This design comes from an exercise in tuning for a short achievable clock period and few clock cycles on the open sky130 flow, not from production work.
The RTL was checked by simulation tests, not by an equivalence proof against the original design.

// riscv
module riscv #(
    parameter logic[31:0] BootVector = 32'h0000_0000
)(
    input logic clk,
    input logic reset,
    output logic halted,
    input logic unhalt,
    output logic[31:0] i_addr,
    input logic[31:0] i_data,
    output logic[31:0] d_addr,
    output logic[31:0] d_wdata,
    output logic[3:0] d_wstrb,
    input logic[31:0] d_rdata
);
    localparam int TagW = 8;
    logic[31:0] pc_f;
    logic[31:0] pc_ct, pc_nx;
    logic[15:0] oh_f;
    logic hit_f, pred_f;
    logic[1:0] ctr_f;
    logic[29:0] ptgt_f;
    logic valid_d;
    logic[31:0] ir_d;
    logic[31:0] pc_d;
    logic hit_d, pred_d;
    logic[1:0] ctr_d;
    logic[29:0] ptgt_d;
    logic lui_d, auipc_d, jal_d, jalr_d, br_d, ld_d, st_d, opimm_d, op_d, ill_d;
    logic[31:0] immpc_d, immalu_d;
    logic stall_d, redir_d;
    logic frz, hold_fd;
    logic[2:0] f3;
    logic[4:0] rd, rs1, rs2;
    logic use_rs1, use_rs2, b_imm, writes;
    logic he1_d, he2_d, hm1_d, hm2_d, sd;
    logic[31:0] pc_imm_d, pc4_d;
    logic valid_e;
    logic[31:0] a_e, b_e, s_e;
    logic fa1_e, fb1_e, fs1_e;
    logic[3:0] cs_e;
    logic[4:0] ss_e, rs_e;
    logic sub_e, sgn_e, breq_e, brinv_e;
    logic[8:0] rsel_e;
    logic[2:0] mf3_e;
    logic sra_e;
  ...
==> flow/config.mk <==
export PLATFORM = sky130hd
export DESIGN_NAME = riscv
export DESIGN_NICKNAME = riscv
export VERILOG_FILES = /design/flow/design.v
export SDC_FILE = /design/flow/constraint.sdc
export NUM_CORES = 4
export LEC_CHECK = 0
export ABC_CLOCK_PERIOD_IN_PS = 3000
export CAP_MARGIN = 20
export CORE_MARGIN = 2
export CORE_UTILIZATION = 40
export SLEW_MARGIN = 20
==> flow/constraint.sdc <==
create_clock -name core_clock -period 10.0 [get_ports {clk}]
set_input_delay 2.0000 -clock core_clock [delete_from_list [all_inputs] [get_ports {clk}]]
set_output_delay 2.0000 -clock core_clock [all_outputs]
set_load 0.01 [all_outputs]
standard.sh (not shown) runs the stock make flow with config.mk's settings and CLKGATE_MAP_FILE= SYNTH_SCRIPT=/design/flow/synth_recipe.tcl, a recipe that flattens the netlist after the stock synthesis.
==> flow/flow/run.sh <==
#!/bin/bash
set -euo pipefail
MARGIN=${MARGIN:-6.5}
EXTRA=(SETUP_SLACK_MARGIN=$MARGIN "BUFFER_PORTS_ARGS=-buffer_cell sky130_fd_sc_hd__buf_6")
bash standard.sh synth > synth.log 2>&1
bash standard.sh floorplan "${EXTRA[@]}" > floorplan.log 2>&1
bash standard.sh place "${EXTRA[@]}" > place.log 2>&1
bash standard.sh cts "${EXTRA[@]}" > cts.log 2>&1
bash standard.sh route "${EXTRA[@]}" > route.log 2>&1
bash standard.sh finish "${EXTRA[@]}" > finish.log 2>&1
Testbench counts at the start, summed over its fixed seeds: cycles 74,559.
Then changed:
--- a/flow/design.v
+++ b/flow/design.v
@@ -35,25 +35,24 @@
     input logic reset,
     output logic halted,
     input logic unhalt,
     output logic[31:0] i_addr,
     input logic[31:0] i_data,
     output logic[31:0] d_addr,
     output logic[31:0] d_wdata,
     output logic[3:0] d_wstrb,
     input logic[31:0] d_rdata
 );
     localparam int TagW = 8;
     logic[31:0] pc_f;
-    logic[31:0] pc_ct, pc_nx;
     logic[15:0] oh_f;
     logic hit_f, pred_f;
     logic[1:0] ctr_f;
     logic[29:0] ptgt_f;
     logic valid_d;
     logic[31:0] ir_d;
     logic[31:0] pc_d;
     logic hit_d, pred_d;
     logic[1:0] ctr_d;
     logic[29:0] ptgt_d;
     logic lui_d, auipc_d, jal_d, jalr_d, br_d, ld_d, st_d, opimm_d, op_d, ill_d;
     logic[31:0] immpc_d, immalu_d;
@@ -108,36 +107,27 @@
         for (int i = 0; i < 16; i++) begin
             ctr_f = ctr_f | (btb_ctr[i] & {2{oh_f[i]}});
             ptgt_f = ptgt_f | (btb_tgt[i] & {30{oh_f[i]}});
             hit_f = hit_f | (btb_v[i] & oh_f[i] & (btb_tag[i] == pc_f[TagW+5:6]));
         end
     end
     assign pred_f = hit_f & ctr_f[1];
     logic[31:0] pc4_f, npc_f;
     logic[15:0] ohnpc_f;
     assign pc4_f = {pc_f[31:2] + 30'd1, pc_f[1:0]};
     assign npc_f = pred_f ? {ptgt_f, 2'b00} : pc4_f;
     assign ohnpc_f = pred_f ? (16'h1 << ptgt_f[3:0]) : {oh_f[14:0], oh_f[15]};
-    logic[31:0] ia;
     logic[29:0] da_n;
-    logic boot;
-    assign i_addr = ia;
-    always_ff @(posedge clk)
-        ia <= pc_nx;
-    always_ff @(posedge clk or posedge reset) begin
-        if (reset)
-            boot <= 1'b1;
-        else
-            boot <= 1'b0;
-    end
+    assign i_addr = pc_f;
+    logic[31:0] pc_ct, pc_nx;
     logic[15:0] oh_ct, oh_nx;
     logic misp1, misp0, cond;
     logic[31:0] tgt1, tgt0;
     assign pc_ct = redir_d ? dtgt : (hold_fd ? pc_f : npc_f);
     assign oh_ct = redir_d ? (16'h1 << dtgt[5:2]) : (hold_fd ? oh_f : ohnpc_f);
     logic tok_e, ok_e;
     assign tok_e = dp_e | ((pc_imm_e[31:2] == ptgt_e) & ~pc_imm_e[1]);
     assign ok_e = pred_e & tok_e;
     always_comb begin
         if (is_br_e) begin
             misp1 = ~ok_e;
             misp0 = pred_e;
@@ -244,25 +234,25 @@
     logic m1e, m2e, m1m, m2m;
     assign m1e = he1_d & valid_e;
     assign m2e = he2_d & valid_e;
     assign m1m = (sd ? he1_d : hm1_d) & wr_m;
     assign m2m = (sd ? he2_d : hm2_d) & wr_m;
     always_ff @(posedge clk or posedge reset) begin
         if (reset)
             sd <= 1'b0;
         else
             sd <= stall_d;
     end
     assign stall_d = valid_d & is_ld_e & ((use_rs1 & m1e) | (use_rs2 & m2e));
-    assign frz = halted | (valid_e & exc_e) | boot;
+    assign frz = halted | (valid_e & exc_e);
     assign hold_fd = stall_d | frz;
     logic sub_d, fb1_d;
     logic[4:0] ssel;
     assign ssel = {m1e & fb1_d & ~sub_d, ~m1e & fb1_d & sub_d, ~m1e & fb1_d & ~sub_d,
                    m1e & ~fb1_d, ~m1e & ~fb1_d};
     assign sub_d = br_d | ((op_d | opimm_d) & f3[2:1] == 2'b01) | (op_d & ir_d[30] & f3 == 3'b000);
     assign fb1_d = ~b_imm & m2e;
     logic auipc_e, fuse;
     logic[31:0] jt, dtgt;
     ksadd #(32) jt_add(.a(dres_e), .b(immalu_d), .cin(1'b0), .s(jt), .cout());
     assign fuse = jalr_d & auipc_e & m1e;
     assign dtgt = fuse ? {jt[31:1], 1'b0} : pc_imm_d;
What happened: Cell area fell slightly. Non-clock buffer count increases by 70. Utilization climbs by 0.10 points. Clock skew climbs by 0.012 ns. Cell count shrinks slightly. Worst hold slack gets worse by 0.0046 ns. Via count barely changes. Global-route usage rises by 0.69 points. Worst setup slack is worse by 0.068 ns. Area after synthesis shrinks slightly.
Testbench counts after the change, summed over its fixed seeds: cycles 74,527.


riscv, a different RTL version from the one above (not shown whole).
For scale: roughly 8800 cells after synthesis, roughly 170 I/O pins, about 120000 um2 of cells after synthesis.
clock: 10.0 ns
lec_check: 0
abc_clock_period_in_ps: 3000
cap_margin: 20
core_margin: 2
core_utilization: 40
slew_margin: 20
Scripts as last shown in full above: flow/flow/run.sh
Testbench counts at the start, summed over its fixed seeds: cycles 74,559.
Then changed:
--- a/flow/design.v
+++ b/flow/design.v
@@ -341,17 +341,18 @@
     assign sum = fa1_e ? s10 : s00;
     assign lt = (cs_e[0] & lt00) | (cs_e[1] & lt10) | (cs_e[2] & lt01);
     logic[31:0] fa, fb, fs;
     assign fa = fa1_e ? res_m : a_e;
     assign fb = fb1_e ? res_m : b_e;
     assign fs = fs1_e ? res_m : s_e;
-    logic[63:0] shr64;
+    logic[63:0] shr64b, shr64r;
     logic[31:0] shr, shl;
-    assign shr64 = {{32{sra_e & fa[31]}}, fa} >> fb[4:0];
-    assign shr = shr64[31:0];
-    assign shl = fa << fb[4:0];
+    assign shr64b = {{32{sra_e & fa[31]}}, fa} >> b_e[4:0];
+    assign shr64r = {{32{sra_e & fa[31]}}, fa} >> res_m[4:0];
+    assign shr = fb1_e ? shr64r[31:0] : shr64b[31:0];
+    assign shl = fb1_e ? (fa << res_m[4:0]) : (fa << b_e[4:0]);
     logic[31:0] alu_res;
     assign alu_res = ({32{rs_e[0]}} & s00) | ({32{rs_e[1]}} & s10) | ({32{rs_e[2]}} & s01a) |
                      ({32{rs_e[3]}} & s01s) | ({32{rs_e[4]}} & {res_m[30:0], 1'b0}) |
                      ({32{rsel_e[1]}} & shl) |
                      {31'h0, (rsel_e[2] | rsel_e[3]) & lt} |
                      ({32{rsel_e[4]}} & (fa ^ fb)) |
Effect:
- The new run went through all stages and came out clean
- utilization is about the same
- global-route usage goes up by 1.1 points
- via count goes up slightly
- final cell count is about the same
- fmax goes down slightly
- synthesized area barely changes
- non-clock buffer count goes up by 13
- design area hardly moves
- sequential share of layout area is about the same
- die area barely changes
- worst setup slack got worse by 57 ps
Testbench counts after the change, summed over its fixed seeds: cycles 74,559.

## what the ideal ports hide
Ports are ideal in the flow. The routed layouts listed here were re-timed in OpenROAD. Step 1, drivers: a clkbuf_16 drives clk and a buf_2 each remaining input, both assumed. Step 2, shift: input delay + t, output delay - t, t = (earliest + latest rising clock arrival at the registers) / 2. This alone moves slack from input paths to output paths. Three values: ideal ports, drivers, drivers and shift; two values: the first two.
| run | shift t [ns] | setup WS [ns] | worst setup path after step 2 |
|---|---|---|---|
| the first run of note 1 | 0.971 | 6.437 / 6.375 / 5.733 | input to register |
| the second run of note 1 | 0.969 | 6.368 / 6.269 / 5.581 | input to register |
| the first run of note 2 | 0.986 | 6.461 / 6.364 / 5.643 | input to register |
| the second run of note 2 | 0.989 | 6.404 / 6.362 / 5.653 | input to register |
After both steps every run listed still meets setup and hold. For the first run of note 2, which loses most, drivers alone change the setup slack by -0.097 ns; drivers and shift together by -0.818 ns.
